Background: an optimization exercise with open tools, aiming at small area. Do not read the settings as production practice. Function was checked by simulation only, so behaviour that the tests miss may differ from the original. In runs 4 to 6 the design's own scripts or RTL, not TritonCTS, make the clock network. The clock input has no modelled driver; a real chip could not lean on it and would need a root buffer or a full tree. No activity file was given, so power comes from the tool's default toggle rates.

## config.mk

```make
export PLATFORM = sky130hd
export DESIGN_NAME = UART_APB_Interface
export DESIGN_NICKNAME = UART_APB_Interface
export VERILOG_FILES = /design/flow/design.v
export SDC_FILE = /design/flow/constraint.sdc
export NUM_CORES = 4
export LEC_CHECK = 0
export CAP_MARGIN = 0
export CORE_MARGIN = 2
export CORE_UTILIZATION = 80
export SLEW_MARGIN = 0
```

## constraint.sdc

```tcl
create_clock -name core_clock -period 10.0 [get_ports {PCLK}]
set_input_delay 2.0000 -clock core_clock [delete_from_list [all_inputs] [get_ports {PCLK}]]
set_output_delay 2.0000 -clock core_clock [all_outputs]
set_load 0.01 [all_outputs]
```

## design.v

```verilog
module uart_baud (
  input  wire       clk, rst,
  input  wire [9:0] nL,           
  output wire [3:0] cnt,
  output wire       nedge
);
  reg [9:0] qn;
  reg [3:0] c;
  reg       c15;
  wire      tick = &qn;
  always @(posedge clk) begin
    if (rst | tick) qn <= nL;
    else            qn <= qn + 1'b1;
    if (rst)        c <= 4'd0;
    else if (tick)  c <= c + 1'b1;
    c15 <= &c;
  end
  assign cnt   = c;
  assign nedge = c15 & ~c[0];
endmodule
module UART_APB_Interface #(
  parameter N = 8
)(
  input  wire        PCLK, PRESETn, PSEL, PENABLE, PWRITE,
  input  wire [31:0] PADDR, PWDATA,
  output wire [31:0] PRDATA,
  output reg         PREADY,
  input  wire        rx,
  output wire        tx
);
  wire acc   = PSEL & PENABLE;                
  wire hi0   = ~|PADDR[31:3];
  wire a0    = hi0 & (PADDR[2:0] == 3'd0);
  wire a1    = hi0 & (PADDR[2:0] == 3'd1);
  wire a2    = hi0 & (PADDR[2:0] == 3'd2);
  wire a3    = hi0 & (PADDR[2:0] == 3'd3);
  wire a4    = hi0 & (PADDR[2:0] == 3'd4);
  wire wr    = acc & PWRITE;
  wire rd    = acc & ~PWRITE;
  reg  [31:0] n0, n2, n4;
  wire [31:0] nwd = ~(PWDATA & {32{PRESETn}});
  wire [31:0] nwd4 = ~{PWDATA[31:10] & {22{PRESETn}},
                       PWDATA[9:0] & {10{PRESETn}} | ({10{~PRESETn}} & 10'd650)};
  always @(posedge PCLK) begin
    if (~PRESETn | (wr & a0)) n0 <= nwd;
    if (~PRESETn | (wr & a2)) n2 <= nwd;
    if (~PRESETn | (wr & a4)) n4 <= nwd4;
  end
  wire [31:0] r0 = ~n0, r2 = ~n2, r4 = ~n4;
  reg        s0, s2, s4;
  reg  [7:0] cap;
  wire       rx_busy, tx_busy, rx_done, tx_done, rx_error;
  wire [7:0] rx_sr;
  always @(posedge PCLK, negedge PRESETn) begin
    if (~PRESETn) begin
      s0 <= 1'b0; s2 <= 1'b0; s4 <= 1'b0;
      cap <= 8'd0;
      PREADY <= 1'b0;
    end else begin
      s0 <= rd & a0;
      s2 <= rd & a2;
      s4 <= rd & a4;
      cap <= ({8{rd & a1}} & {3'b0, rx_busy, tx_busy, rx_done, tx_done, rx_error})
           | ({8{rd & a3}} & rx_sr);
      PREADY <= PREADY | acc;
    end
  end
  assign PRDATA = ({32{s0}} & r0) | ({32{s2}} & r2) | ({32{s4}} & r4) | {24'd0, cap};
  wire       rx_rst = r0[0], tx_rst = r0[1], rx_en = r0[2], tx_en = r0[3];
  wire [9:0] L = r4[9:0];
  reg        ti;
  reg  [9:0] ts;
  wire [3:0] tcnt;
  wire       tedge;
  wire       tz = ~|ts[9:1];
  wire       tstop = tz & ~ts[0];
  uart_baud tbaud (.clk(PCLK), .rst(ti), .nL(n4[9:0]), .cnt(tcnt), .nedge(tedge));
  always @(posedge PCLK, negedge PRESETn) begin
    if (~PRESETn)               ti <= 1'b1;
    else if (tx_rst | ~tx_en)   ti <= 1'b1;
    else if (ti)                ti <= 1'b0;
    else if (tstop & tedge)     ti <= 1'b1;
  end
  always @(posedge PCLK) begin
    if (ti)                     ts <= {1'b1, r2[7:0], 1'b0};
    else if (tedge | (tz & ts[0])) ts <= {1'b0, ts[9:1]};
  end
  assign tx      = ti | (ts[0] ^ tz);
  assign tx_busy = ~ti;
  assign tx_done = ~ti & tstop & tedge;
  localparam [3:0] R_D8 = 4'b0000, R_STOP = 4'b0001, R_IDLE = 4'b0010, R_START = 4'b0011,
                   R_D0 = 4'b1000;
  reg  [3:0] rm;
  reg  [7:0] rsr;
  wire [3:0] rcnt;
  wire       redge;
  wire       ridle  = (rm == R_IDLE);
  wire       rstart = (rm == R_START);
  wire       rdata  = rm[3];
  wire       rstop  = (rm == R_STOP);
  wire       rhalf  = (rcnt == 4'd8);
  uart_baud rbaud (.clk(PCLK), .rst(ridle | (rstart & rhalf)), .nL(n4[9:0]),
                   .cnt(rcnt), .nedge(redge));
  always @(posedge PCLK) begin
    if (~PRESETn | rx_rst | ~rx_en)              rm <= R_IDLE;
    else if (rstart)                             begin if (rhalf) rm <= R_D0; end
    else if ((rdata | rstop) ? redge : (rm == R_D8) | ~rx) rm <= rm + 1'b1;
  end
  always @(posedge PCLK, negedge PRESETn) begin
    if (~PRESETn)              rsr <= 8'd0;
    else if (rdata & redge)    rsr <= {rx, rsr[7:1]};
  end
  assign rx_sr    = rsr;
  assign rx_busy  = ~ridle;
  assign rx_done  = rstop & redge & rx;
  assign rx_error = rstop & redge & ~rx;
endmodule
```

## flow/run.sh

```bash
#!/bin/bash
# Standard ORFS layout (the standard.sh) with these changes:
#  - port buffers use the smallest buffer cell (buf_1) instead of the resizer's default pick
#  - timing repair after global routing may downsize non-critical gates (RECOVER_POWER)
#  - CTS builds the tree from clkbuf_4 and inserts no dummy loads
#  - after CTS, leaf clock buffers whose flip-flops see a slow clock edge are upsized
#    (clkbuf_4 -> clkbuf_8), then the placement is legalised again
set -euo pipefail
VARS=("BUFFER_PORTS_ARGS=-buffer_cell sky130_fd_sc_hd__buf_1"
      "RECOVER_POWER=100"
      "CTS_ARGS=-sink_clustering_enable -repair_clock_nets -buf_list sky130_fd_sc_hd__clkbuf_4 -dont_use_dummy_load")
bash standard.sh "${VARS[@]}" cts > make_cts.log 2>&1
RES=orfs/results/${FLOW_PLATFORM}/UART_APB_Interface/base
RES=$RES PLATFORM_DIR=$FLOW_HOME/platforms/${FLOW_PLATFORM} \
  openroad -no_init -exit flow/fix_cts.tcl > fix_cts.log 2>&1
bash standard.sh "${VARS[@]}" finish > make_finish.log 2>&1
```

## flow/fix_cts.tcl

```tcl
# Upsize the clock buffers that drive flip-flop clock pins with a slow edge.
set res $::env(RES)
foreach lib [glob $::env(PLATFORM_DIR)/lib/sky130_fd_sc_hd__tt_025C_1v80.lib] { read_liberty $lib }
read_db $res/4_cts.odb
read_sdc $res/4_cts.sdc
source $::env(PLATFORM_DIR)/setRC.tcl
set limit 0.110
for {set iter 0} {$iter < 4} {incr iter} {
  estimate_parasitics -placement
  set drivers {}
  foreach pin [get_pins -hierarchical */CLK] {
    if {[get_property $pin slew_max] > $limit} {
      set net [get_nets -of_objects $pin]
      foreach dp [get_pins -of_objects $net -filter "direction == output"] {
        set inst [get_cells -of_objects $dp]
        set name [get_full_name $inst]
        if {[lsearch $drivers $name] < 0} { lappend drivers $name }
      }
    }
  }
  if {[llength $drivers] == 0} { break }
  set changed 0
  foreach name $drivers {
    set inst [get_cells $name]
    set m [get_property $inst ref_name]
    set to ""
    if {$m == "sky130_fd_sc_hd__clkbuf_4"} { set to sky130_fd_sc_hd__clkbuf_8 }
    if {$m == "sky130_fd_sc_hd__clkbuf_8"} { set to sky130_fd_sc_hd__clkbuf_16 }
    if {$to != ""} { replace_cell $inst $to; incr changed; puts "upsized $name $m -> $to" }
  }
  if {$changed == 0} { break }
}
estimate_parasitics -placement
set worst 0
foreach pin [get_pins -hierarchical */CLK] {
  set s [get_property $pin slew_max]
  if {$s > $worst} { set worst $s }
}
puts "worst flip-flop clock slew (placement estimate): $worst"
set_placement_padding -global -left 0 -right 0
detailed_placement
check_placement
write_db $res/4_cts.odb
```

## standard.sh

```bash
#!/bin/bash
# synth_recipe.tcl (not shown) runs the flow's synth.tcl, then flattens the netlist and writes it again
# the make line also repeats each setting of config.mk as NAME=value (left out here)
make -C /OpenROAD-flow-scripts/flow DESIGN_CONFIG=/design/flow/config.mk WORK_HOME=/design/flow/orfs CLKGATE_MAP_FILE= SYNTH_SCRIPT=/design/flow/synth_recipe.tcl "${@:-finish}"
```

==> flow_summary.toml, run 1 <==
[grt]
grt_pass1_wl_um = 22490
grt_max_degree = 56
grt_pass1_vias = 4510
grt_use_total = 0.3455
grt_antenna_before_repair = 0
overflow = 0

[logic_synthesis]
synth_commonest_cells = "104 x edfxtp_1, 55 x nand2_1, 36 x dfxtp_1"
yosysSeqAreaShare = 0.6561
synth_edf_count = 104
post-synth-top-area-cell = "edfxtp_1"
synth_cell_types = 51
synthArstFlopShare = 0.1304
synth_xor_area_frac = 0.02630
synth_top_area_frac = 0.4688
syn_nets = 596
yosys_warnings = 2
synth_flop_cell = "edfxtp_1"
synth_most_common_cell = "edfxtp_1"
synthSimpleGateAreaFrac = 0.1202
synth_top_family_by_area = "simple AND/OR/NAND/NOR gates"
synth.area.top_cells = "edfxtp_1 47%, dfxtp_1 11%, dfrtp_1 7.5%"
synth_fa_ha_area_frac = 0.02066
synthMuxAreaShare = 0.03738
synth_cells = 515
syn-cell-area_mm2 = 0.006661
ys_ff_latch = 161
synth_compound_area_frac = 0.1157
synth_area_per_cell_um2 = 12.93

[die]
start_util = 0.8190
rows = 33
die_w_um = 95.25
boundaryPins = 104
core_region_area_mm2 = 0.008134
die_h_um = 95.25
die_area_mm2 = 0.009073

[power]
p_leak_nw = 2.752
max-vdd-ir-drop_uv = 135.1
power_mw = 1.156
powerDensity_mw_per_mm2 = 160.1

[detailed_routing]
drtPass1Iterations = 7
wl_per_cell_um = 20.62
route.vias.total = 4730
drc = 0
via_per_inst = 6.524
drt-total-wl_um = 14950
drtIter0Drc = 450
ant_nets = 0

[setup_path]
crit_chain = "clkbuf_2 -> clkbuf_1 -> inv_1 -> a41o_1 -> clkbuf_1"
cpMostUsedCell = "clkbuf_1"
worst_path_max_delay_cell = "clkbuf_1"
critPathRequiredTime_ns = 9.98
worst_setup_path_end_kind = "flop"
worstSetupPathType = "in -> reg"
cp_max_fo = 55
arrival_ns = 5.69
cp_slowest_stage_delay_ns = 1.82
start_kind = "primary input"

[clock_network]
cts_buffers = 17
ctsHtreeMaxLevel = 4
cts_setup_buffers = 0
cts_resized = 0
cts_sinks = 161
cts_tree = "built"
ctsHoldBuffers = 0
cts_max_path_buffers = 2
clk_pin_slew_ns = 0.09
insertion_delay_ns = 0.55
root_buffer = "clkbuf_4"

[timing]
fmax_mhz = 175.2
finalHoldViolations = 0
setup_viol = 0
tightest_slew_ns = 2.585
final_max_slew_viol_count = 139
holdWs_ns = 0.4824
fin_crit_sh = 0.5707
rsz0062_at_grt = "false"
layout_min_cycle_time_ns = 5.707
skew_ns = 0.03394
slew_headroom = -0.7234
final.setup.tns_ns = 0

[layout]
syn2layout_area_growth_pct = 8.377
layout.nets = 703
n_antenna_cell = 0
drive_gt1_frac = 0.05968

[status]
so_faults = "capacitance limit, slew limit"
status = "complete, but fails checks"

[min_path]
min_path_type = "reg -> reg"

[job]
maxCapViolCount = 4

[placed_design]
dp_hpwl_um = 10330
port_buffers = 103
routabilityCongestion = 0.8804
-- registers in the layout (all words and copies together), names as in the netlist, 8 cells and up --
name / cells
n4: 32
rbaud.qn: 10
cap: 8
n2: 32
n0: 32
ts: 10
rsr: 8
tbaud.qn: 10
-- worst max-delay path, delay by kind of cell --
kind	cells	cell delay (ns)
buf+inv	4	3.25
compound gates	1	0.41
-- path summary, 6_finish.rpt --
path	startpoint	endpoint	slack [ns]	depth (start not counted)
max	PRESETn	n4[30]	4.29	5
min	PREADY	PREADY	0.48	1
max reg2reg	tbaud.qn[0]	tbaud.qn[5]	6.80	4
min reg2reg	PREADY	PREADY	0.48	1
max in group asynchronous	PRESETn	rsr[1]	6.17	2
min in group asynchronous	PRESETn	rsr[0]	2.35	2
-- final cells by class --
| class | count | area [um2] |
|---|---|---|
| sequential | 161 | 4370 |
| multi-input combinational | 315 | 2087 |
| fill | 348 | 914.6 |
| timing repair buffer | 106 | 399.1 |
| clock buffer | 17 | 152.6 |
| tap | 105 | 131.4 |
| inverter | 21 | 78.83 |
-- stage by stage --
step | util | instance area [um2] | worst slack, ns | cells
after floorplan | - | 6661 | 6.005 | 515
after CTS | 0.8916 | 7252 | 5.499 | 725
after global placement | 0.8759 | 7124 | 5.915 | 708
after global routing | 0.8876 | 7219 | 3.836 | 725
final | 0.8876 | 7219 | 4.293 | 725
after detailed placement | 0.8759 | 7124 | 5.759 | 708
-- cell usage in the layout, fill, tap and decap left out, types with 5 or more instances in the layout --
cell / netlist / routed
clkbuf_4: 0 / 13
xor2_1: 9 / 9
and4_1: 5 / 5
xnor2_1: 11 / 11
inv_1: 20 / 20
mux2_2: 14 / 14
nand3_1: 7 / 8
nor2_1: 30 / 30
a21oi_1: 13 / 13
o21ai_0: 8 / 8
dfrtp_1: 20 / 20
nand4_1: 11 / 11
o21bai_1: 23 / 23
buf_1: 0 / 102
nand2_1: 55 / 55
mux2i_1: 8 / 8
dfxtp_1: 36 / 36
o22ai_1: 32 / 32
edfxtp_1: 104 / 104
and3_1: 7 / 7
nor4_1: 10 / 11
nor2b_1: 5 / 5
o2bb2ai_1: 9 / 9
a211o_1: 8 / 8
ha_1: 11 / 11
-- logic make-up after synthesis --
| kind of cell | Yosys count |
|---|---|
| AND/OR/NAND/NOR | 154 |
| XOR/XNOR | 20 |
| multiplexers | 23 |
| flip-flops | 161 |
| adder cells (fa/ha/maj) | 11 |
| buffers and inverters | 39 |
| AO/OA/AOI/OAI | 107 |
-- power breakdown --
group	internal (mW)	total, mW	switching, mW
Sequential	0.762	0.794	0.0311
Clock	0.0944	0.279	0.185
Combinational	0.0313	0.0830	0.0517
Total	0.888	1.16	0.268
-- routing by layer --
layer | vias up | GRT usage | routed length (um)
li1 | 2130 | - | -
met1 | 2255 | 0.4257 | 5560
met2 | 304 | 0.5939 | 7718
met3 | 41 | 0.08775 | 1251
met4 | 0 | 0.1268 | 421
met5 | - | 0 | 0
==> inputs of run 2 (changes only) <==
--- a/flow/run.sh
+++ b/flow/run.sh
@@ -1,13 +1,11 @@
 #!/bin/bash
 # Standard ORFS layout (the standard.sh) with these changes:
 #  - port buffers use the smallest buffer cell (buf_1) instead of the resizer's default pick
-#  - timing repair after global routing may downsize non-critical gates (RECOVER_POWER)
 #  - CTS builds the tree from clkbuf_4 and inserts no dummy loads
 #  - after CTS, leaf clock buffers whose flip-flops see a slow clock edge are upsized
 #    (clkbuf_4 -> clkbuf_8), then the placement is legalised again
 set -euo pipefail
 VARS=("BUFFER_PORTS_ARGS=-buffer_cell sky130_fd_sc_hd__buf_1"
-      "RECOVER_POWER=100"
       "CTS_ARGS=-sink_clustering_enable -repair_clock_nets -buf_list sky130_fd_sc_hd__clkbuf_4 -dont_use_dummy_load")
 bash standard.sh "${VARS[@]}" cts > make_cts.log 2>&1
 RES=orfs/results/${FLOW_PLATFORM}/UART_APB_Interface/base
==> run 2 against run 1 <==
Non-clock buffer count is the same; critical endpoint is now PRDATA[9]; highest routed layer unchanged; sequential share of layout area is 0.48 points lower; now clean on timing, DRC and antenna; cell count did not move.
==> flow_summary.toml, run 2 <==
[layout]
drive_gt1_frac = 0.07097
layout_common_cells = "104 x edfxtp_1, 102 x buf_1, 55 x nand2_1"
layout.nets = 703
n_antenna_cell = 0
stdcell_count = 725
largestRegisters = "n0 x32, n2 x32, n4 x32"
syn2layout_area_growth_pct = 9.241
fillers = 338
final_cell_area_mm2 = 0.007277
final_common_cell = "edfxtp_1"
fin_util = 0.8946

[die]
start_util = 0.8190
die_h_um = 95.25
boundaryPins = 104
die_area_mm2 = 0.009073
rows = 33
core_region_area_mm2 = 0.008134
die_w_um = 95.25

[clock_network]
cts_resized = 0
cts_buffers = 17
cts_tree = "built"
insertion_delay_ns = 0.55
cts_setup_buffers = 0
ctsHtreeMaxLevel = 4
root_buffer = "clkbuf_4"
clk_pin_slew_ns = 0.09
ctsHoldBuffers = 0
cts_sinks = 161
cts_max_path_buffers = 2

[logic_synthesis]
synth_flop_cell = "edfxtp_1"
synth_compound_area_frac = 0.1157
synthMuxAreaShare = 0.03738
synth_area_per_cell_um2 = 12.93
syn_nets = 596
post-synth-top-area-cell = "edfxtp_1"
yosys_warnings = 2
syn-cell-area_mm2 = 0.006661
synth_xor_area_frac = 0.02630
synth_top_area_frac = 0.4688
synth_top_family_by_area = "simple AND/OR/NAND/NOR gates"
synthSimpleGateAreaFrac = 0.1202
synth_edf_count = 104
yosysSeqAreaShare = 0.6561
synth.area.top_cells = "edfxtp_1 47%, dfxtp_1 11%, dfrtp_1 7.5%"
synth_cell_types = 51
ys_ff_latch = 161
synth_most_common_cell = "edfxtp_1"
synth_commonest_cells = "104 x edfxtp_1, 55 x nand2_1, 36 x dfxtp_1"
synth_fa_ha_area_frac = 0.02066
synth_cells = 515
synthArstFlopShare = 0.1304

[grt]
grt_antenna_before_repair = 0
grt_use_total = 0.3455
grt_pass1_vias = 4510
overflow = 0
grt_pass1_wl_um = 22490
grt_max_degree = 56

[setup_path]
crit_family = "buffers and inverters"
cp.depth = 4
start_kind = "flop"
cp.buffers_inverters = 2
cp_slowest_stage_delay_ns = 0.68
worst_setup_path_end_kind = "output pin"
worst_path_max_delay_cell = "clkinv_1"
reg2reg_slack_ns = 7.68
worstSetupPathType = "reg -> out"
cp_max_fo = 26
r2r-end = "ts[5]"
reg2reg_depth = 7
critPathRequiredTime_ns = 8.00
r2r-start = "ts[4]"
arrival_ns = 2.51
crit_chain = "clkinv_1 -> o22ai_1 -> o21bai_1 -> buf_1"

[placed_design]
placed_cell_area_mm2 = 0.007124
dp.cells = 708
port_buffers = 103
dp_hpwl_um = 10330
routabilityCongestion = 0.8804

[power]
max-vdd-ir-drop_uv = 133.7
powerDensity_mw_per_mm2 = 159.0
power_mw = 1.157
p_leak_nw = 2.781

[detailed_routing]
ant_nets = 0
wl_per_cell_um = 20.55
drtIter0Drc = 426
route.vias.total = 4736
drt-total-wl_um = 14900
drtPass1Iterations = 5
via_per_inst = 6.532
drc = 0

[timing]
final_max_slew_viol_count = 0
layout_min_cycle_time_ns = 4.508
slew_headroom = 0.3233
fmax_mhz = 221.8
fin_crit_sh = 0.4508
finalHoldViolations = 0
final.setup.tns_ns = 0
rsz0062_at_grt = "false"
skew_ns = 0.03576
tightest_slew_ns = 1.014
setup_viol = 0

[job]
maxCapViolCount = 0

[status]
status = "no timing/DRC/antenna violations"

[min_path]
hold_end = "PREADY"
min_path_cells = 1
min_path_type = "reg -> reg"
hp-start = "PREADY"
[run 2: cell counts after synthesis]
Identical to the previous run, type by type.
[run 2: final cells by class]
| class | count | area [um2] | share of cell area |
|---|---|---|---|
| Inverter | 21 | 78.83 | 0.01083 |
| Tap cell | 105 | 131.4 | 0.01805 |
| Multi-Input combinational cell | 315 | 2133 | 0.2932 |
| Clock buffer | 17 | 152.6 | 0.02098 |
| Timing Repair Buffer | 106 | 410.4 | 0.05640 |
| Sequential cell | 161 | 4370 | 0.6006 |
[run 2: per-layer routing]
metal / global-route usage / routed length (um) / share of wire / up-vias
met4: 0.1268 / 405 / 0.027 / 0
li1: - / - / - / 2135
met1: 0.4257 / 5344 / 0.36 / 2247
met2: 0.5939 / 7754 / 0.52 / 315
met3: 0.08775 / 1395 / 0.094 / 39
met5: 0 / 0 / 0 / -
[run 2: worst max-delay path by stage]
stage / from / endpoint / slack, ns
floorplan: PADDR[4] / n4[0] / 6.00
global placement: PADDR[7] / n2[21] / 5.92
detailed placement: PADDR[4] / n0[23] / 5.76
CTS: s4 / PRDATA[9] / 5.50
global route: s4 / PRDATA[9] / 5.34
finish: s4 / PRDATA[9] / 5.49
[run 2: stage by stage]
stage	hold slack [ns]	setup WS, ns
2_1_floorplan	0.4359	6.005
3_3_place_gp	0.4540	5.915
3_5_place_dp	0.4506	5.759
4_1_cts	0.4889	5.499
5_1_grt	0.5009	5.341
6_report	0.4808	5.492
[run 2: power by group]
part           total, mW  internal (mW)  switching, mW
combinational     0.0864         0.0323         0.0541
clock              0.277         0.0943          0.183
sequential         0.793          0.762         0.0316
[run 2: cells by family (layout without fill, tap and decap cells)]
group,Yosys count,count (layout)
multiplexers,23,23
buffers and inverters,39,144
flip-flops,161,161
AND/OR/NAND/NOR,154,154
adder cells (fa/ha/maj),11,11
XOR/XNOR,20,20
AO/OA/AOI/OAI,107,107
==> inputs of run 3 (changes only) <==
--- a/design.v
+++ b/design.v
@@ -1,16 +1,16 @@
 module uart_baud (
   input  wire       clk, rst,
-  input  wire [9:0] nL,           
+  input  wire [9:0] L,
   output wire [3:0] cnt,
   output wire       nedge
 );
-  reg [9:0] qn;
+  reg [9:0] q;
   reg [3:0] c;
   reg       c15;
-  wire      tick = &qn;
+  wire      tick = ~|q;
   always @(posedge clk) begin
-    if (rst | tick) qn <= nL;
-    else            qn <= qn + 1'b1;
+    if (rst | tick) q <= L;
+    else            q <= q - 1'b1;
     if (rst)        c <= 4'd0;
     else if (tick)  c <= c + 1'b1;
     c15 <= &c;
@@ -74,7 +74,7 @@
   wire       tedge;
   wire       tz = ~|ts[9:1];
   wire       tstop = tz & ~ts[0];
-  uart_baud tbaud (.clk(PCLK), .rst(ti), .nL(n4[9:0]), .cnt(tcnt), .nedge(tedge));
+  uart_baud tbaud (.clk(PCLK), .rst(ti), .L(L), .cnt(tcnt), .nedge(tedge));
   always @(posedge PCLK, negedge PRESETn) begin
     if (~PRESETn)               ti <= 1'b1;
     else if (tx_rst | ~tx_en)   ti <= 1'b1;
@@ -99,7 +99,7 @@
   wire       rdata  = rm[3];
   wire       rstop  = (rm == R_STOP);
   wire       rhalf  = (rcnt == 4'd8);
-  uart_baud rbaud (.clk(PCLK), .rst(ridle | (rstart & rhalf)), .nL(n4[9:0]),
+  uart_baud rbaud (.clk(PCLK), .rst(ridle | (rstart & rhalf)), .L(L),
                    .cnt(rcnt), .nedge(redge));
   always @(posedge PCLK) begin
     if (~PRESETn | rx_rst | ~rx_en)              rm <= R_IDLE;
--- a/config.mk
+++ b/config.mk
@@ -7,5 +7,5 @@
 export LEC_CHECK = 0
 export CAP_MARGIN = 0
 export CORE_MARGIN = 2
-export CORE_UTILIZATION = 80
+export CORE_UTILIZATION = 70
 export SLEW_MARGIN = 0
==> run 3 against run 2 <==
Still clean; sequential power about the same; maximum frequency increased by 3.0%; via count decreased by 5.8%.
==> flow_summary.toml, run 3 <==
[status]
status = "no timing/DRC/antenna violations"

[die]
die_area_mm2 = 0.01039
rows = 35
die_h_um = 101.9
die_w_um = 101.9
start_util = 0.7229
boundaryPins = 104
core_region_area_mm2 = 0.009284

[grt]
grt_max_degree = 63
overflow = 0
grt_pass1_wl_um = 21030
grt_use_total = 0.2712
grt_antenna_before_repair = 0
grt_pass1_vias = 4388

[timing]
fin_crit_sh = 0.4378
slew_headroom = 0.1923
skew_ns = 0.03052
tightest_slew_ns = 1.210
rsz0062_at_grt = "false"
final.setup.tns_ns = 0
finalHoldViolations = 0
fmax_mhz = 228.4
layout_min_cycle_time_ns = 4.378
setup_viol = 0
final_max_slew_viol_count = 0

[layout]
multi_input_area_mm2 = 0.002166
layout.nets = 709
layout_common_cells = "104 x edfxtp_1, 102 x buf_1, 45 x nand2_1"
fin_util = 0.7957
final_cell_area_mm2 = 0.007387
n_antenna_cell = 0
fillers = 595
ff_latch_area_mm2 = 0.004370
drive_gt1_frac = 0.06709
final_common_cell = "edfxtp_1"
largestRegisters = "n0 x32, n2 x32, n4 x32"
syn2layout_area_growth_pct = 10.07

[logic_synthesis]
synth_flop_cell = "edfxtp_1"
synth_commonest_cells = "104 x edfxtp_1, 45 x nand2_1, 36 x dfxtp_1"
synth_cell_types = 57
yosysSeqAreaShare = 0.6512
synth_most_common_cell = "edfxtp_1"
synth_top_area_frac = 0.4653
syn_nets = 606
synthArstFlopShare = 0.1304
ys_ff_latch = 161
synth_area_per_cell_um2 = 12.78
syn-cell-area_mm2 = 0.006711
synth.area.top_cells = "edfxtp_1 47%, dfxtp_1 11%, dfrtp_1 7.5%"
synth_edf_count = 104
synth_cells = 525
post-synth-top-area-cell = "edfxtp_1"
yosys_warnings = 2

[clock_network]
ctsHoldBuffers = 0
ctsHtreeMaxLevel = 4
clk_pin_slew_ns = 0.10
root_buffer = "clkbuf_4"
cts_setup_buffers = 0
cts_sinks = 161
cts_buffers = 17
cts_resized = 0
cts_max_path_buffers = 2
cts_tree = "built"
insertion_delay_ns = 0.55

[setup_path]
worst_setup_path_end_kind = "output pin"
crit_family = "buffers and inverters"
worst_path_max_delay_cell = "inv_1"
worstSetupPathType = "reg -> out"
crit_chain = "inv_1 -> o22ai_1 -> a211o_1 -> buf_1"
critPathRequiredTime_ns = 8.00
cp.buffers_inverters = 2
cp_slowest_stage_delay_ns = 0.87
cp_max_fo = 32
start_kind = "flop"
arrival_ns = 2.38

[detailed_routing]
via_per_inst = 5.910
drtPass1Iterations = 5
route.vias.total = 4462
drtIter0Drc = 244
drt-total-wl_um = 13400
wl_per_cell_um = 17.75
drc = 0
ant_nets = 0

[placed_design]
routabilityCongestion = 0.9298
placed_cell_area_mm2 = 0.007228
port_buffers = 103
dp_hpwl_um = 9051

[power]
combPwrFrac = 0.072
switchingPower_mw = 0.2649
pwr-share-clk = 0.245
powerDensity_mw_per_mm2 = 157.0
p_int_mw = 0.8949
power_mw = 1.160
p_leak_nw = 2.746
switching_share = 0.2284
max-vdd-ir-drop_uv = 156.1
seq_power_share = 0.683

[job]
maxCapViolCount = 0

[min_path]
min_path_type = "reg -> reg"
==> run 3: power groups by stage <==
stage	clock network, mW	logic (mW)	registers, mW
after floorplan	0	0.0580	0.796
after global placement	0	0.0799	0.804
after detailed placement	0	0.0838	0.806
after CTS	0.263	0.0844	0.791
after global routing	0.315	0.0934	0.798
final	0.284	0.0838	0.792
==> run 3: path summary, 6_finish.rpt <==
kind                               from         to  slack, ns  depth (start not counted)
worst min-delay path              n0[1]         ti       0.45                          1
worst max-delay path                 s4  PRDATA[6]       5.62                          4
worst max register to register    ts[5]      ts[5]       7.82                          7
min in group asynchronous       PRESETn     rsr[3]       1.58                          2
max in group asynchronous       PRESETn     PREADY       7.94                          2
worst min register to register    n0[1]         ti       0.45                          1
==> run 3: cells by family (layout without fill, tap and decap cells) <==
family                     Yosys count  after routing  synth area share
DFF                                161            161            0.6512
buffers and inverters               54            155           0.03057
AOI/OAI and AO/OA                  109            109            0.1150
muxes                               26             26           0.04008
xor gates and xnor gates            18             18           0.02349
adders and majority gates           11             11           0.02051
and+or+nand+nor                    146            146            0.1191
==> run 3: worst register-to-register path, stage by stage, from the launching register on <==
cell and delay (ns):
edfxtp_1 0.41, nor4_1 0.30, nand2_1 0.08, nor4_1 0.30, ha_1 0.25, nor2_1 0.08
nor2_1 0.43, a22o_1 0.21
==> run 3: per-layer routing <==
metal,vias up,wire length [um],track usage
met4,0,182,0.09538
met2,154,7047,0.4620
met1,2145,5358,0.3364
met3,16,815,0.07592
li1,2147,-,-
met5,-,0,0
==> run 3: per-stage QoR <==
stage	setup slack [ns]	std cells	hold slack, ns
5_1_grt	5.465	755	0.4851
4_1_cts	5.592	755	0.4390
3_5_place_dp	5.521	738	0.4242
2_1_floorplan	3.284	525	0.4020
6_report	5.622	755	0.4493
3_3_place_gp	5.649	738	0.4167
==> run 3: cell type report <==
type / count / area share
inverter: 32 / 0.01626
timing repair buffer: 106 / 0.05556
tap: 129 / 0.02185
clock buffer: 17 / 0.02151
multi-input combinational: 310 / 0.2932
sequential: 161 / 0.5916
==> inputs of run 4 (changes only) <==
--- a/design.v
+++ b/design.v
@@ -1,16 +1,16 @@
 module uart_baud (
   input  wire       clk, rst,
-  input  wire [9:0] L,
+  input  wire [9:0] nL,           
   output wire [3:0] cnt,
   output wire       nedge
 );
-  reg [9:0] q;
+  reg [9:0] qn;
   reg [3:0] c;
   reg       c15;
-  wire      tick = ~|q;
+  wire      tick = &qn;
   always @(posedge clk) begin
-    if (rst | tick) q <= L;
-    else            q <= q - 1'b1;
+    if (rst | tick) qn <= nL;
+    else            qn <= qn + 1'b1;
     if (rst)        c <= 4'd0;
     else if (tick)  c <= c + 1'b1;
     c15 <= &c;
@@ -74,7 +74,7 @@
   wire       tedge;
   wire       tz = ~|ts[9:1];
   wire       tstop = tz & ~ts[0];
-  uart_baud tbaud (.clk(PCLK), .rst(ti), .L(L), .cnt(tcnt), .nedge(tedge));
+  uart_baud tbaud (.clk(PCLK), .rst(ti), .nL(n4[9:0]), .cnt(tcnt), .nedge(tedge));
   always @(posedge PCLK, negedge PRESETn) begin
     if (~PRESETn)               ti <= 1'b1;
     else if (tx_rst | ~tx_en)   ti <= 1'b1;
@@ -99,7 +99,7 @@
   wire       rdata  = rm[3];
   wire       rstop  = (rm == R_STOP);
   wire       rhalf  = (rcnt == 4'd8);
-  uart_baud rbaud (.clk(PCLK), .rst(ridle | (rstart & rhalf)), .L(L),
+  uart_baud rbaud (.clk(PCLK), .rst(ridle | (rstart & rhalf)), .nL(n4[9:0]),
                    .cnt(rcnt), .nedge(redge));
   always @(posedge PCLK) begin
     if (~PRESETn | rx_rst | ~rx_en)              rm <= R_IDLE;
==> flow/run.sh (replaced) <==
#!/bin/bash
# Standard ORFS layout (the standard.sh) with these changes:
#  - port buffers use the smallest buffer cell (buf_1) instead of the resizer's default pick
#  - the clock tree that ORFS's CTS builds is replaced (flow/clock_tree.tcl) by a two-level
#    tree: the clock port drives one root clkbuf_4, which drives one clkbuf_8 per group of
#    about 20 flip-flops (groups from recursive bisection of the flip-flop positions); a leaf
#    whose flip-flops would see a slow clock edge is upsized to clkbuf_16
# Each tool's output goes to a log of its own here (make_cts.log, clock_tree.log,
# make_finish.log; ORFS's per-step logs are under orfs/logs/).
set -euo pipefail
VARS=("BUFFER_PORTS_ARGS=-buffer_cell sky130_fd_sc_hd__buf_1"
      "CTS_ARGS=-sink_clustering_enable -repair_clock_nets -buf_list sky130_fd_sc_hd__clkbuf_4 -dont_use_dummy_load")
bash standard.sh "${VARS[@]}" cts > make_cts.log 2>&1
RES=orfs/results/${FLOW_PLATFORM}/UART_APB_Interface/base \
PLATFORM_DIR=$FLOW_HOME/platforms/${FLOW_PLATFORM} \
CT_LEVELS=3 CT_LEAF=sky130_fd_sc_hd__clkbuf_8 CT_ROOT=sky130_fd_sc_hd__clkbuf_4 CT_LIMIT=0.120 \
  openroad -no_init -exit flow/clock_tree.tcl > clock_tree.log 2>&1
bash standard.sh "${VARS[@]}" finish > make_finish.log 2>&1
==> flow/clock_tree.tcl (new file) <==
# Replace the clock tree that CTS built with a two-level tree: one root buffer
# fed by the clock port, driving one leaf buffer per group of flip-flops. The
# groups come from recursive bisection of the flip-flops' positions.
# Environment: RES (results folder), PLATFORM_DIR, CT_LEVELS (2^levels groups),
# CT_LEAF (leaf buffer cell), CT_ROOT (root buffer cell), CT_LIMIT (slew target, ns).
set res $::env(RES)
read_liberty $::env(PLATFORM_DIR)/lib/sky130_fd_sc_hd__tt_025C_1v80.lib
read_db $res/4_cts.odb
read_sdc $res/4_cts.sdc
source $::env(PLATFORM_DIR)/setRC.tcl

set db [ord::get_db]
set block [ord::get_db_block]
set clk_port_net [[$block findBTerm PCLK] getNet]

# Walk the existing tree from the clock port: buffers to delete, flip-flop clock pins to keep.
set bufs {}
set sinks {}
set nets {}
set todo [list $clk_port_net]
while {[llength $todo]} {
  set net [lindex $todo 0]
  set todo [lrange $todo 1 end]
  foreach it [$net getITerms] {
    if {[$it isOutputSignal]} { continue }
    set inst [$it getInst]
    set m [[$inst getMaster] getName]
    if {[string match "sky130_fd_sc_hd__clkbuf_*" $m]} {
      lappend bufs $inst
      foreach o [$inst getITerms] {
        if {[$o isOutputSignal] && [$o getNet] ne "NULL"} { lappend todo [$o getNet]; lappend nets [$o getNet] }
      }
    } else {
      lappend sinks $it
    }
  }
}
puts "clock tree: [llength $bufs] buffers, [llength $sinks] sinks"
foreach it $sinks { $it disconnect }
foreach inst $bufs { odb::dbInst_destroy $inst }
foreach net $nets { odb::dbNet_destroy $net }

proc pin_xy {it} {
  set inst [$it getInst]
  set b [$inst getBBox]
  return [list [expr {([$b xMin] + [$b xMax]) / 2}] [expr {([$b yMin] + [$b yMax]) / 2}]]
}
proc bisect {items levels axis} {
  if {$levels == 0} { return [list $items] }
  set keyed {}
  foreach it $items { lappend keyed [list [lindex [pin_xy $it] $axis] $it] }
  set sorted {}
  foreach k [lsort -integer -index 0 $keyed] { lappend sorted [lindex $k 1] }
  set half [expr {[llength $sorted] / 2}]
  set a [lrange $sorted 0 [expr {$half - 1}]]
  set b [lrange $sorted $half end]
  return [concat [bisect $a [expr {$levels - 1}] [expr {1 - $axis}]] \
                 [bisect $b [expr {$levels - 1}] [expr {1 - $axis}]]]
}
set die [$block getDieArea]
set axis [expr {([$die dx] >= [$die dy]) ? 0 : 1}]
set groups [bisect $sinks $::env(CT_LEVELS) $axis]

set leaf_master [$db findMaster $::env(CT_LEAF)]
set root_master [$db findMaster $::env(CT_ROOT)]
set root [odb::dbInst_create $block $root_master clkroot_PCLK]
set root_net [odb::dbNet_create $block clkroot_net_PCLK]
$root_net setSigType CLOCK
[$root findITerm A] connect $clk_port_net
[$root findITerm X] connect $root_net
set leaves {}
set i 0
set rx 0; set ry 0
foreach g $groups {
  set sx 0; set sy 0
  foreach it $g { lassign [pin_xy $it] x y; incr sx $x; incr sy $y }
  set cx [expr {$sx / [llength $g]}]; set cy [expr {$sy / [llength $g]}]
  set leaf [odb::dbInst_create $block $leaf_master clkleaf_${i}_PCLK]
  set leaf_net [odb::dbNet_create $block clkleaf_net_${i}_PCLK]
  $leaf_net setSigType CLOCK
  [$leaf findITerm A] connect $root_net
  [$leaf findITerm X] connect $leaf_net
  foreach it $g { $it connect $leaf_net }
  $leaf setLocation $cx $cy
  $leaf setPlacementStatus PLACED
  lappend leaves $leaf
  incr rx $cx; incr ry $cy
  puts "leaf $i: [llength $g] sinks at ($cx, $cy)"
  incr i
}
$root setLocation [expr {$rx / [llength $leaves]}] [expr {$ry / [llength $leaves]}]
$root setPlacementStatus PLACED

set_placement_padding -global -left 0 -right 0
detailed_placement
estimate_parasitics -placement
set limit $::env(CT_LIMIT)
for {set iter 0} {$iter < 3} {incr iter} {
  set up 0
  foreach leaf $leaves {
    set worst 0
    set out [$leaf findITerm X]
    foreach it [[$out getNet] getITerms] {
      if {[$it isOutputSignal]} { continue }
      set s [get_property [get_pins [$it getName /]] slew_max]
      if {$s > $worst} { set worst $s }
    }
    puts "leaf [$leaf getName] [[$leaf getMaster] getName] worst sink slew $worst"
    if {$worst > $limit && [[$leaf getMaster] getName] ne "sky130_fd_sc_hd__clkbuf_16"} {
      set m [[$leaf getMaster] getName]
      set to [expr {$m eq "sky130_fd_sc_hd__clkbuf_4" ? "sky130_fd_sc_hd__clkbuf_8" : "sky130_fd_sc_hd__clkbuf_16"}]
      replace_cell [get_cells [$leaf getName]] $to
      incr up
    }
  }
  if {$up == 0} { break }
  detailed_placement
  estimate_parasitics -placement
}
set worst 0
foreach pin [get_pins -hierarchical */CLK] {
  set s [get_property $pin slew_max]
  if {$s > $worst} { set worst $s }
}
puts "worst flip-flop clock slew (placement estimate): $worst"
report_clock_skew
puts "hold [worst_slack -min] setup [worst_slack -max]"
check_placement
write_db $res/4_cts.odb
--- a/config.mk
+++ b/config.mk
@@ -7,5 +7,5 @@
 export LEC_CHECK = 0
 export CAP_MARGIN = 0
 export CORE_MARGIN = 2
-export CORE_UTILIZATION = 70
+export CORE_UTILIZATION = 80
 export SLEW_MARGIN = 0
removed: flow/fix_cts.tcl
==> run 4 against run 3 <==
Combinational power increased by 2.6%; sequential power about the same; maximum frequency decreased by 2.5%; critical path type unchanged; largest cell class unchanged; global-route usage increased by 6.2 points; register-to-register slack got worse by 0.14 ns; synthesized cell count decreased by 1.9%; routed wire length increased by 10%.
==> flow_summary.toml, run 4 <==
[setup_path]
cp_max_fo = 26
worst_setup_path_end_kind = "output pin"
critPathRequiredTime_ns = 8.00
start_kind = "flop"
worstSetupPathType = "reg -> out"
worst_path_max_delay_cell = "clkinv_1"
arrival_ns = 2.49
crit_chain = "clkinv_1 -> o22ai_1 -> o21bai_1 -> buf_1"
crit_family = "buffers and inverters"
cp.buffers_inverters = 2
cp_slowest_stage_delay_ns = 0.69

[power]
max-vdd-ir-drop_uv = 116.3
p_leak_nw = 2.754
power_mw = 1.134
powerDensity_mw_per_mm2 = 156.6

[layout]
final_cell_area_mm2 = 0.007242
layout_common_cells = "104 x edfxtp_1, 102 x buf_1, 55 x nand2_1"
fillers = 341
largestRegisters = "n0 x32, n2 x32, n4 x32"
syn2layout_area_growth_pct = 8.715
stdcell_count = 717
final_common_cell = "edfxtp_1"
drive_gt1_frac = 0.05882
fin_util = 0.8903
layout.nets = 695
n_antenna_cell = 0

[min_path]
min_path_type = "reg -> reg"

[timing]
fmax_mhz = 222.8
finalHoldViolations = 0
rsz0062_at_grt = "false"
setup_viol = 0
final_max_slew_viol_count = 0
layout_min_cycle_time_ns = 4.488
final.setup.tns_ns = 0
slew_headroom = 0.2973
fin_crit_sh = 0.4488
skew_ns = 0.008364
tightest_slew_ns = 1.053

[detailed_routing]
drtPass1Iterations = 5
route.vias.total = 4705
drc = 0
via_per_inst = 6.562
drt-total-wl_um = 14780
drtIter0Drc = 438
wl_per_cell_um = 20.61
ant_nets = 0

[logic_synthesis]
synth_top_area_frac = 0.4688
synth_edf_count = 104
ys_ff_latch = 161
synthArstFlopShare = 0.1304
syn-cell-area_mm2 = 0.006661
synth_cell_types = 51
yosys_warnings = 2
synth_commonest_cells = "104 x edfxtp_1, 55 x nand2_1, 36 x dfxtp_1"
synth_most_common_cell = "edfxtp_1"
yosysSeqAreaShare = 0.6561
post-synth-top-area-cell = "edfxtp_1"
synth_cells = 515
synth_area_per_cell_um2 = 12.93
syn_nets = 596
synth_flop_cell = "edfxtp_1"
synth.area.top_cells = "edfxtp_1 47%, dfxtp_1 11%, dfrtp_1 7.5%"

[placed_design]
placed_cell_area_mm2 = 0.007124
routabilityCongestion = 0.8804
dp.cells = 708
port_buffers = 103
dp_hpwl_um = 10330

[die]
die_h_um = 95.25
core_region_area_mm2 = 0.008134
die_area_mm2 = 0.009073
die_w_um = 95.25
start_util = 0.8190
rows = 33
boundaryPins = 104

[clock_network]
insertion_delay_ns = 0.50
cts_resized = 0
cts_setup_buffers = 0
ctsHoldBuffers = 0
clk_pin_slew_ns = 0.11
cts_sinks = 161

[grt]
overflow = 0
grt_pass1_wl_um = 22670
grt_max_degree = 56
grt_use_total = 0.3333
grt_pass1_vias = 4503
grt_antenna_before_repair = 0

[job]
maxCapViolCount = 0

[status]
status = "no timing/DRC/antenna violations"
==> run 4: cell types whose count changed after synthesis, moves of 9 or more <==
cell | before | now
nand4_1 | 2 | 11
a22o_1 | 9 | 0
o2bb2ai_1 | 0 | 9
mux2i_1 | 19 | 8
inv_1 | 31 | 20
nand2_1 | 45 | 55
==> run 4: worst paths after layout <==
check	start	cells past startpoint	slack [ns]	end
worst max-delay path	s4	4	5.51	PRDATA[9]
worst min-delay path	PREADY	1	0.49	PREADY
worst max register to register	ts[4]	7	7.68	ts[6]
worst min register to register	PREADY	1	0.49	PREADY
max in group asynchronous	PRESETn	2	7.99	PREADY
min in group asynchronous	PRESETn	2	1.59	rsr[7]
==> run 4: layout make-up <==
cell class | instances | area (um2) | area share
tap | 105 | 131.4 | 0.01814
multi-input combinational | 315 | 2133 | 0.2946
inverter | 21 | 78.83 | 0.01088
timing repair buffer | 106 | 410.4 | 0.05667
buffer | 9 | 117.6 | 0.01624
sequential | 161 | 4370 | 0.6035
==> run 4: stage by stage <==
step	hold slack, ns	setup WS (ns)
CTS	0.4889	5.499
finish	0.4855	5.512
global placement	0.4540	5.915
detailed placement	0.4506	5.759
global route	0.5296	5.394
floorplan	0.4359	6.005
==> run 4: cells by family after synthesis <==
group	count (synthesis)	share of synthesized area
buffers and inverters	39	0.02367
AND/OR/NAND/NOR	154	0.1202
adder cells (fa/ha/maj)	11	0.02066
flip-flops	161	0.6561
multiplexers	23	0.03738
AO/OA/AOI/OAI	107	0.1157
XOR/XNOR	20	0.02630
==> run 4: routing by layer <==
metal / global-route usage / part of all wire / routed length (um)
met1: 0.4268 / 0.36 / 5261
met2: 0.5839 / 0.51 / 7609
met3: 0.04822 / 0.097 / 1426
met4: 0.1208 / 0.032 / 478
met5: 0 / 0 / 0
==> run 4: power breakdown <==
group | total, mW | internal [mW] | leakage (nW) | switching (mW)
logic | 0.0860 | 0.0322 | 1.08 | 0.0538
registers | 0.793 | 0.762 | 1.62 | 0.0317
clock network | 0.254 | 0.0766 | 0.0621 | 0.178
total | 1.13 | 0.871 | 2.75 | 0.263
==> inputs of run 5 (changes only) <==
--- a/flow/run.sh
+++ b/flow/run.sh
@@ -5,8 +5,10 @@
 #    tree: the clock port drives one root clkbuf_4, which drives one clkbuf_8 per group of
 #    about 20 flip-flops (groups from recursive bisection of the flip-flop positions); a leaf
 #    whose flip-flops would see a slow clock edge is upsized to clkbuf_16
+#  - then gates that synthesis mapped to a stronger drive than they need are downsized
+#    (flow/downsize.tcl), each only if slew, capacitance, setup and hold stay met
 # Each tool's output goes to a log of its own here (make_cts.log, clock_tree.log,
-# make_finish.log; ORFS's per-step logs are under orfs/logs/).
+# downsize.log, make_finish.log; ORFS's per-step logs are under orfs/logs/).
 set -euo pipefail
 VARS=("BUFFER_PORTS_ARGS=-buffer_cell sky130_fd_sc_hd__buf_1"
       "CTS_ARGS=-sink_clustering_enable -repair_clock_nets -buf_list sky130_fd_sc_hd__clkbuf_4 -dont_use_dummy_load")
@@ -15,4 +17,7 @@
 PLATFORM_DIR=$FLOW_HOME/platforms/${FLOW_PLATFORM} \
 CT_LEVELS=3 CT_LEAF=sky130_fd_sc_hd__clkbuf_8 CT_ROOT=sky130_fd_sc_hd__clkbuf_4 CT_LIMIT=0.120 \
   openroad -no_init -exit flow/clock_tree.tcl > clock_tree.log 2>&1
+RES=orfs/results/${FLOW_PLATFORM}/UART_APB_Interface/base \
+PLATFORM_DIR=$FLOW_HOME/platforms/${FLOW_PLATFORM} \
+  openroad -no_init -exit flow/downsize.tcl > downsize.log 2>&1
 bash standard.sh "${VARS[@]}" finish > make_finish.log 2>&1
==> flow/downsize.tcl (new file) <==
# Downsize gates that synthesis mapped to a stronger drive than they need: for
# each cell with a smaller variant of the same function, try the smallest one
# and keep it only if its output still meets slew and capacitance limits with
# margin and the design still meets setup and hold timing.
# Environment: RES (results folder), PLATFORM_DIR.
set res $::env(RES)
read_liberty $::env(PLATFORM_DIR)/lib/sky130_fd_sc_hd__tt_025C_1v80.lib
read_db $res/4_cts.odb
read_sdc $res/4_cts.sdc
source $::env(PLATFORM_DIR)/setRC.tcl
set_propagated_clock [all_clocks]
estimate_parasitics -placement

proc out_ok {inst} {
  foreach pin [get_pins -of_objects $inst -filter "direction == output"] {
    set s [get_property $pin slew_max]
    if {$s > 0.9} { return 0 }
    foreach vp [get_pins -of_objects [get_nets -of_objects $pin] -filter "direction == input"] {
      if {[get_property $vp slew_max] > 0.9} { return 0 }
    }
  }
  return 1
}
set saved 0
foreach inst [get_cells *] {
  set m [get_property $inst ref_name]
  if {![regexp {^(sky130_fd_sc_hd__[a-z0-9]+)_([0-9]+)$} $m -> base drive]} { continue }
  if {[string match "*clkbuf*" $base] || [string match "*df*" $base] || [string match "*buf*" $base] || $drive <= 1} { continue }
  set best ""
  foreach d {0 1 2} {
    if {$d >= $drive} { break }
    set lc [get_lib_cells -quiet */${base}_$d]
    if {[llength $lc]} { set best ${base}_$d; break }
  }
  if {$best eq ""} { continue }
  set a0 [get_property [get_lib_cells */$m] area]
  set a1 [get_property [get_lib_cells */$best] area]
  if {$a1 >= $a0} { continue }
  replace_cell $inst $best
  estimate_parasitics -placement
  if {[out_ok $inst] && [sta::max_slew_violation_count] == 0 && [sta::max_capacitance_violation_count] == 0 \
      && [worst_slack -max] > 1.0 && [worst_slack -min] > 0.1} {
    set saved [expr {$saved + $a0 - $a1}]
    puts "downsized [get_full_name $inst] $m -> $best"
  } else {
    replace_cell $inst $m
    estimate_parasitics -placement
  }
}
puts "area saved: $saved"
set_placement_padding -global -left 0 -right 0
detailed_placement
check_placement
write_db $res/4_cts.odb
==> run 5 against run 4 <==
Clock power hardly changed; synthesized cell count stayed put; routed wire length down 0.34%; combinational power decreased by 2.3%; global-route usage hardly changed; power decreased by 0.26%; via count down 0.62%; utilization shrank 0.38 points; flip-flop and latch count did not move; sequential power about the same; final area fell by 0.43%.
==> flow_summary.toml, run 5 <==
[layout]
layout.nets = 695
n_antenna_cell = 0
largestRegisters = "n0 x32, n2 x32, n4 x32"
fillers = 344
layout_common_cells = "104 x edfxtp_1, 102 x buf_1, 55 x nand2_1"
ff_latch_area_mm2 = 0.004370
final_common_cell = "edfxtp_1"
drive_gt1_frac = 0.05229
syn2layout_area_growth_pct = 8.246
multi_input_area_mm2 = 0.002102

[setup_path]
worst_setup_path_end_kind = "output pin"
reg2reg_depth = 5
critPathRequiredTime_ns = 8.00
start_kind = "flop"
r2r-end = "tbaud.c[3]"
reg2reg_slack_ns = 7.67
worstSetupPathType = "reg -> out"
cp_max_fo = 26
r2r-start = "tbaud.qn[0]"
arrival_ns = 2.50

[status]
status = "no timing/DRC/antenna violations"

[logic_synthesis]
syn_nets = 596
post-synth-top-area-cell = "edfxtp_1"
yosys_warnings = 2
yosysSeqAreaShare = 0.6561
synth.area.top_cells = "edfxtp_1 47%, dfxtp_1 11%, dfrtp_1 7.5%"
synth_cell_types = 51
synth_flop_cell = "edfxtp_1"
synth_cells = 515
synth_top_area_frac = 0.4688
synthArstFlopShare = 0.1304
syn-cell-area_mm2 = 0.006661
synth_most_common_cell = "edfxtp_1"
synth_edf_count = 104
ys_ff_latch = 161
synth_commonest_cells = "104 x edfxtp_1, 55 x nand2_1, 36 x dfxtp_1"
synth_area_per_cell_um2 = 12.93

[grt]
grt_max_degree = 56
grt_pass1_wl_um = 22660
grt_antenna_before_repair = 0
grt_use_total = 0.3331
overflow = 0
grt_pass1_vias = 4498

[timing]
rsz0062_at_grt = "false"
setup_viol = 0
final.setup.tns_ns = 0
fin_crit_sh = 0.4497
final_max_slew_viol_count = 0
worst_slack_ns = 5.503
slew_headroom = 0.2983
fmax_mhz = 222.4
skew_ns = 0.01281
tightest_slew_ns = 1.051
layout_min_cycle_time_ns = 4.497
finalHoldViolations = 0

[placed_design]
dp_hpwl_um = 10330
routabilityCongestion = 0.8804
port_buffers = 103
pre_cts_slack_ns = 5.759

[detailed_routing]
drc = 0
drtPass1Iterations = 5
ant_nets = 0
via_per_inst = 6.522
drt-total-wl_um = 14730
drtIter0Drc = 439
route.vias.total = 4676
wl_per_cell_um = 20.54

[min_path]
hp-start = "PREADY"
hold_end = "PREADY"
min_path_type = "reg -> reg"
min_path_cells = 1

[die]
boundaryPins = 104
die_area_mm2 = 0.009073
rows = 33
core_region_area_mm2 = 0.008134
start_util = 0.8190
die_h_um = 95.25
die_w_um = 95.25

[clock_network]
insertion_delay_ns = 0.50
cts_setup_buffers = 0
cts_resized = 0
clk_pin_slew_ns = 0.11
ctsHoldBuffers = 0
cts_sinks = 161

[power]
max-vdd-ir-drop_uv = 116.2
power_mw = 1.131
powerDensity_mw_per_mm2 = 156.8
p_leak_nw = 2.745

[job]
maxCapViolCount = 0
[run 5: changes by cell type in the layout (fill, tap and decap cells not counted)]
cell and delta:
nand3_4 -1, nand3_1 +1, and4_2 -1, nor4_4 -1, nor4_1 +1, nor2_1 +1
nor2_2 -1, and4_1 +1
[run 5: final cells by class]
cell class                 instances  area share
inverter                          21     0.01093
buffer                             9     0.01631
multi-input combinational        315      0.2915
sequential                       161      0.6061
tap                              105     0.01822
timing repair buffer             106     0.05691
[run 5: layer usage]
| metal | track usage | part of all wire |
|---|---|---|
| met5 | 0 | 0 |
| met4 | 0.1208 | 0.033 |
| met3 | 0.04822 | 0.094 |
| met2 | 0.5833 | 0.51 |
| met1 | 0.4268 | 0.36 |
[run 5: how the worst max path moves through the flow]
stage | from | to | slack [ns] | cells after the start
6_report | s4 | PRDATA[9] | 5.50 | 4
2_1_floorplan | PADDR[4] | n4[0] | 6.00 | 4
5_1_grt | s4 | PRDATA[9] | 5.39 | 4
3_5_place_dp | PADDR[4] | n0[23] | 5.76 | 5
3_3_place_gp | PADDR[7] | n2[21] | 5.92 | 6
4_1_cts | s4 | PRDATA[9] | 5.50 | 4
[run 5: logic make-up after synthesis]
family                     after synthesis  share of synthesized area
and+or+nand+nor                        154                     0.1202
buffers and inverters                   39                    0.02367
AOI/OAI and AO/OA                      107                     0.1157
muxes                                   23                    0.03738
adders and majority gates               11                    0.02066
xor gates and xnor gates                20                    0.02630
DFF                                    161                     0.6561
[run 5: metrics by stage]
stage / util / std cells / hold WS [ns] / cell area, um2
CTS: 0.8916 / 725 / 0.4889 / 7252
global route: 0.8865 / 717 / 0.5296 / 7211
detailed placement: 0.8759 / 708 / 0.4506 / 7124
floorplan: - / 515 / 0.4359 / 6661
global placement: 0.8759 / 708 / 0.4540 / 7124
finish: 0.8865 / 717 / 0.4856 / 7211
[run 5: worst max-delay path, stage by stage (launching register included)]
cell	delay (ns)
dfrtp_1	0.51
clkinv_1	0.70
o22ai_1	0.42
o21bai_1	0.17
buf_1	0.22
[run 5: power by group]
| part | internal [mW] | switching (mW) | leakage (nW) |
|---|---|---|---|
| clock | 0.0766 | 0.177 | 0.0621 |
| combinational | 0.0317 | 0.0523 | 1.07 |
| sequential | 0.762 | 0.0309 | 1.62 |
==> inputs of run 6 (changes only) <==
--- a/flow/run.sh
+++ b/flow/run.sh
@@ -3,7 +3,7 @@
 #  - port buffers use the smallest buffer cell (buf_1) instead of the resizer's default pick
 #  - the clock tree that ORFS's CTS builds is replaced (flow/clock_tree.tcl) by a two-level
 #    tree: the clock port drives one root clkbuf_4, which drives one clkbuf_8 per group of
-#    about 20 flip-flops (groups from recursive bisection of the flip-flop positions); a leaf
+#    about 18 flip-flops (9 groups from recursive bisection of the flip-flop positions); a leaf
 #    whose flip-flops would see a slow clock edge is upsized to clkbuf_16
 #  - then gates that synthesis mapped to a stronger drive than they need are downsized
 #    (flow/downsize.tcl), each only if slew, capacitance, setup and hold stay met
@@ -15,7 +15,7 @@
 bash standard.sh "${VARS[@]}" cts > make_cts.log 2>&1
 RES=orfs/results/${FLOW_PLATFORM}/UART_APB_Interface/base \
 PLATFORM_DIR=$FLOW_HOME/platforms/${FLOW_PLATFORM} \
-CT_LEVELS=3 CT_LEAF=sky130_fd_sc_hd__clkbuf_8 CT_ROOT=sky130_fd_sc_hd__clkbuf_4 CT_LIMIT=0.120 \
+CT_GROUPS=9 CT_LEAF=sky130_fd_sc_hd__clkbuf_8 CT_ROOT=sky130_fd_sc_hd__clkbuf_4 CT_LIMIT=0.120 \
   openroad -no_init -exit flow/clock_tree.tcl > clock_tree.log 2>&1
 RES=orfs/results/${FLOW_PLATFORM}/UART_APB_Interface/base \
 PLATFORM_DIR=$FLOW_HOME/platforms/${FLOW_PLATFORM} \
--- a/flow/clock_tree.tcl
+++ b/flow/clock_tree.tcl
@@ -1,7 +1,7 @@
 # Replace the clock tree that CTS built with a two-level tree: one root buffer
 # fed by the clock port, driving one leaf buffer per group of flip-flops. The
 # groups come from recursive bisection of the flip-flops' positions.
-# Environment: RES (results folder), PLATFORM_DIR, CT_LEVELS (2^levels groups),
+# Environment: RES (results folder), PLATFORM_DIR, CT_GROUPS (number of groups),
 # CT_LEAF (leaf buffer cell), CT_ROOT (root buffer cell), CT_LIMIT (slew target, ns).
 set res $::env(RES)
 read_liberty $::env(PLATFORM_DIR)/lib/sky130_fd_sc_hd__tt_025C_1v80.lib
@@ -45,21 +45,22 @@
   set b [$inst getBBox]
   return [list [expr {([$b xMin] + [$b xMax]) / 2}] [expr {([$b yMin] + [$b yMax]) / 2}]]
 }
-proc bisect {items levels axis} {
-  if {$levels == 0} { return [list $items] }
+proc bisect {items k axis} {
+  if {$k <= 1} { return [list $items] }
   set keyed {}
   foreach it $items { lappend keyed [list [lindex [pin_xy $it] $axis] $it] }
   set sorted {}
-  foreach k [lsort -integer -index 0 $keyed] { lappend sorted [lindex $k 1] }
-  set half [expr {[llength $sorted] / 2}]
-  set a [lrange $sorted 0 [expr {$half - 1}]]
-  set b [lrange $sorted $half end]
-  return [concat [bisect $a [expr {$levels - 1}] [expr {1 - $axis}]] \
-                 [bisect $b [expr {$levels - 1}] [expr {1 - $axis}]]]
+  foreach kv [lsort -integer -index 0 $keyed] { lappend sorted [lindex $kv 1] }
+  set k1 [expr {$k / 2}]
+  set k2 [expr {$k - $k1}]
+  set cut [expr {([llength $sorted] * $k1 + $k / 2) / $k}]
+  set a [lrange $sorted 0 [expr {$cut - 1}]]
+  set b [lrange $sorted $cut end]
+  return [concat [bisect $a $k1 [expr {1 - $axis}]] [bisect $b $k2 [expr {1 - $axis}]]]
 }
 set die [$block getDieArea]
 set axis [expr {([$die dx] >= [$die dy]) ? 0 : 1}]
-set groups [bisect $sinks $::env(CT_LEVELS) $axis]
+set groups [bisect $sinks $::env(CT_GROUPS) $axis]
 
 set leaf_master [$db findMaster $::env(CT_LEAF)]
 set root_master [$db findMaster $::env(CT_ROOT)]
--- a/flow/downsize.tcl
+++ b/flow/downsize.tcl
@@ -25,24 +25,23 @@
 foreach inst [get_cells *] {
   set m [get_property $inst ref_name]
   if {![regexp {^(sky130_fd_sc_hd__[a-z0-9]+)_([0-9]+)$} $m -> base drive]} { continue }
-  if {[string match "*clkbuf*" $base] || [string match "*df*" $base] || [string match "*buf*" $base] || $drive <= 1} { continue }
-  set best ""
-  foreach d {0 1 2} {
+  # leave the clock tree and the flip-flops alone
+  if {[string match "clk*" [get_full_name $inst]] || [string match "*__df*" $base] || [string match "*__edf*" $base] || $drive <= 1} { continue }
+  set a0 [get_property [get_lib_cells */$m] area]
+  foreach d {0 1 2 3 4 6 8} {
     if {$d >= $drive} { break }
-    set lc [get_lib_cells -quiet */${base}_$d]
-    if {[llength $lc]} { set best ${base}_$d; break }
-  }
-  if {$best eq ""} { continue }
-  set a0 [get_property [get_lib_cells */$m] area]
-  set a1 [get_property [get_lib_cells */$best] area]
-  if {$a1 >= $a0} { continue }
-  replace_cell $inst $best
-  estimate_parasitics -placement
-  if {[out_ok $inst] && [sta::max_slew_violation_count] == 0 && [sta::max_capacitance_violation_count] == 0 \
-      && [worst_slack -max] > 1.0 && [worst_slack -min] > 0.1} {
-    set saved [expr {$saved + $a0 - $a1}]
-    puts "downsized [get_full_name $inst] $m -> $best"
-  } else {
+    set cand ${base}_$d
+    if {![llength [get_lib_cells -quiet */$cand]]} { continue }
+    set a1 [get_property [get_lib_cells */$cand] area]
+    if {$a1 >= $a0} { continue }
+    replace_cell $inst $cand
+    estimate_parasitics -placement
+    if {[out_ok $inst] && [sta::max_slew_violation_count] == 0 && [sta::max_capacitance_violation_count] == 0 \
+        && [worst_slack -max] > 1.0 && [worst_slack -min] > 0.1} {
+      set saved [expr {$saved + $a0 - $a1}]
+      puts "downsized [get_full_name $inst] $m -> $cand"
+      break
+    }
     replace_cell $inst $m
     estimate_parasitics -placement
   }
==> run 6 against run 5 <==
Worst setup slack better by 0.019 ns; utilization increased by 0.17 points; routed wire length increased by 1.1%; sequential share of layout area fell by 0.12 points; final area rose by 0.19%; clock power grew 4%; maximum frequency up 0.43%; synthesized area stayed put; synthesized cell count unchanged; critical endpoint unchanged.
==> flow_summary.toml, run 6 <==
[status]
status = "no timing/DRC/antenna violations"

[clock_network]
cts_resized = 0
cts_setup_buffers = 0
cts_sinks = 161
clk_pin_slew_ns = 0.11
insertion_delay_ns = 0.50
ctsHoldBuffers = 0

[grt]
grt_use_total = 0.3326
grt_max_degree = 56
grt_antenna_before_repair = 0
overflow = 0
grt_pass1_vias = 4475
grt_pass1_wl_um = 22550

[timing]
slew_headroom = 0.3283
holdWs_ns = 0.4828
final_max_slew_viol_count = 0
tightest_slew_ns = 1.006
rsz0062_at_grt = "false"
finalHoldViolations = 0
fin_crit_sh = 0.4477
skew_ns = 0.007649
final.setup.tns_ns = 0
setup_viol = 0
fmax_mhz = 223.3
layout_min_cycle_time_ns = 4.477

[logic_synthesis]
synthArstFlopShare = 0.1304
synth_cell_types = 51
post-synth-top-area-cell = "edfxtp_1"
yosys_warnings = 2
ys_ff_latch = 161
synth_edf_count = 104
synth.area.top_cells = "edfxtp_1 47%, dfxtp_1 11%, dfrtp_1 7.5%"
synth_most_common_cell = "edfxtp_1"
synth_area_per_cell_um2 = 12.93
synth_commonest_cells = "104 x edfxtp_1, 55 x nand2_1, 36 x dfxtp_1"
syn_nets = 596
synth_top_area_frac = 0.4688
synth_flop_cell = "edfxtp_1"
syn-cell-area_mm2 = 0.006661
yosysSeqAreaShare = 0.6561
synth_cells = 515

[detailed_routing]
wl_met3_um = 1278
drtIter0Drc = 402
via_per_inst = 6.526
wl_per_cell_um = 20.74
drt-total-wl_um = 14890
route.vias.total = 4686
dr.max_layer_used = "met4"
drtPass1Iterations = 5
met2_length_um = 7815
drc = 0
wl_met1_um = 5397
ant_nets = 0

[setup_path]
crit_start = "s4"
cp_max_fo = 26
arrival_ns = 2.48
worstSetupPathType = "reg -> out"
r2r-end = "ts[6]"
reg2reg_slack_ns = 7.69
start_kind = "flop"
crit_path_end = "PRDATA[9]"
worst_setup_path_end_kind = "output pin"
reg2reg_depth = 7
r2r-start = "ts[4]"
critPathRequiredTime_ns = 8.00

[placed_design]
dp_hpwl_um = 10330
dp.cells = 708
port_buffers = 103
routabilityCongestion = 0.8804

[power]
powerDensity_mw_per_mm2 = 158.2
max-vdd-ir-drop_uv = 113.7
p_leak_nw = 2.747

[layout]
layout.nets = 696
fin_util = 0.8882
drive_gt1_frac = 0.05383
stdcell_count = 718
largestRegisters = "n0 x32, n2 x32, n4 x32"
syn2layout_area_growth_pct = 8.452
fillers = 340
final_common_cell = "edfxtp_1"
layout_common_cells = "104 x edfxtp_1, 102 x buf_1, 55 x nand2_1"
n_antenna_cell = 0

[die]
start_util = 0.8190
die_area_mm2 = 0.009073
boundaryPins = 104
core_region_area_mm2 = 0.008134
die_h_um = 95.25
die_w_um = 95.25
rows = 33

[min_path]
min_path_type = "reg -> reg"

[job]
maxCapViolCount = 0
-- run 6: cell counts after synthesis --
No cell type changed its count.
-- run 6: routing by layer --
layer	GRT usage	up-vias
met2	0.6021	292
met3	0.04427	35
li1	-	2117
met4	0.08937	0
met1	0.4245	2242
met5	0	-
-- run 6: cells by family (layout without fill, tap and decap cells) --
group,count (synthesis),after routing,synth area share
xor gates and xnor gates,20,20,0.02630
muxes,23,23,0.03738
AOI/OAI and AO/OA,107,107,0.1157
buffers and inverters,39,137,0.02367
adders and majority gates,11,11,0.02066
and+or+nand+nor,154,154,0.1202
DFF,161,161,0.6561
-- run 6: stage by stage --
| stage | cell area [um2] | worst slack (ns) | total power, mW |
|---|---|---|---|
| 6_report | 7224 | 5.523 | 1.143 |
| 5_1_grt | 7224 | 5.372 | 1.175 |
| 4_1_cts | 7252 | 5.499 | 1.135 |
| 3_5_place_dp | 7124 | 5.759 | 0.8907 |
| 3_3_place_gp | 7124 | 5.915 | 0.8798 |
| 2_1_floorplan | 6661 | 6.005 | 0.8508 |
-- run 6: critical path, stage by stage, from the launching register on --
cell	delay, ns
dfrtp_1	0.50
clkinv_1	0.69
o22ai_1	0.40
o21bai_1	0.17
buf_1	0.22
-- run 6: worst min path at each step --
| stage | start | endpoint | depth (start not counted) |
|---|---|---|---|
| after floorplan | ts[9] | ts[9] | 2 |
| after global placement | PREADY | PREADY | 1 |
| after detailed placement | PREADY | PREADY | 1 |
| after CTS | PREADY | PREADY | 1 |
| after global routing | PREADY | PREADY | 1 |
| final | PREADY | PREADY | 1 |
-- run 6: area by class of cell --
type	instances	area (um2)	share of cell area
flip-flops and latches	161	4370	0.6050
inverters	21	78.83	0.01091
plain buffers	10	131.4	0.01818
multi-input cells	315	2108	0.2918
repair buffers	106	404.1	0.05594
well taps	105	131.4	0.01818
-- run 6: report_power, final --
| group | switching, mW | internal, mW | leakage (nW) |
|---|---|---|---|
| sequential | 0.0311 | 0.762 | 1.62 |
| combinational | 0.0533 | 0.0314 | 1.06 |
| clock | 0.180 | 0.0850 | 0.0693 |

-- afterwards: timing with drivers on the ports --
The results above use ideal ports. As a check the final layouts listed here were re-extracted and re-timed, cells and wires unchanged. Step 1: set_driving_cell puts a clkbuf_16 on PCLK and a buf_2 on each other input, an assumption about the parent block. Step 2, shift: input delay + t, output delay - t, t = (earliest + latest rising clock arrival at the registers) / 2. This alone moves slack from input paths to output paths. Slacks: ideal ports / drivers / drivers and shift; pairs: ideal ports / drivers.
run	t, ns	setup slack, ns	worst hold slack (ns)	worst setup path at the end	worst register clock-pin slew, ns
run 1	0.570	4.293 / 4.302 / 3.733	0.482 / 0.482 / 0.482	input to register	0.11 / 0.11
run 2	0.571	5.492 / 5.458 / 5.729	0.481 / 0.481 / 0.481	input to register	0.11 / 0.11
run 3	0.567	5.622 / 5.590 / 5.534	0.449 / 0.449 / 0.449	input to register	0.11 / 0.11
run 4	0.525	5.512 / 5.477 / 5.759	0.486 / 0.486 / 0.486	input to register	0.12 / 0.12
run 5	0.524	5.503 / 5.468 / 5.754	0.486 / 0.486 / 0.486	input to register	0.12 / 0.12
run 6	0.534	5.523 / 5.488 / 5.602	0.483 / 0.483 / 0.483	input to register	0.11 / 0.11
The setup slack of run 1, which loses most, moves by +0.009 ns with the drivers and by -0.560 ns with both steps.
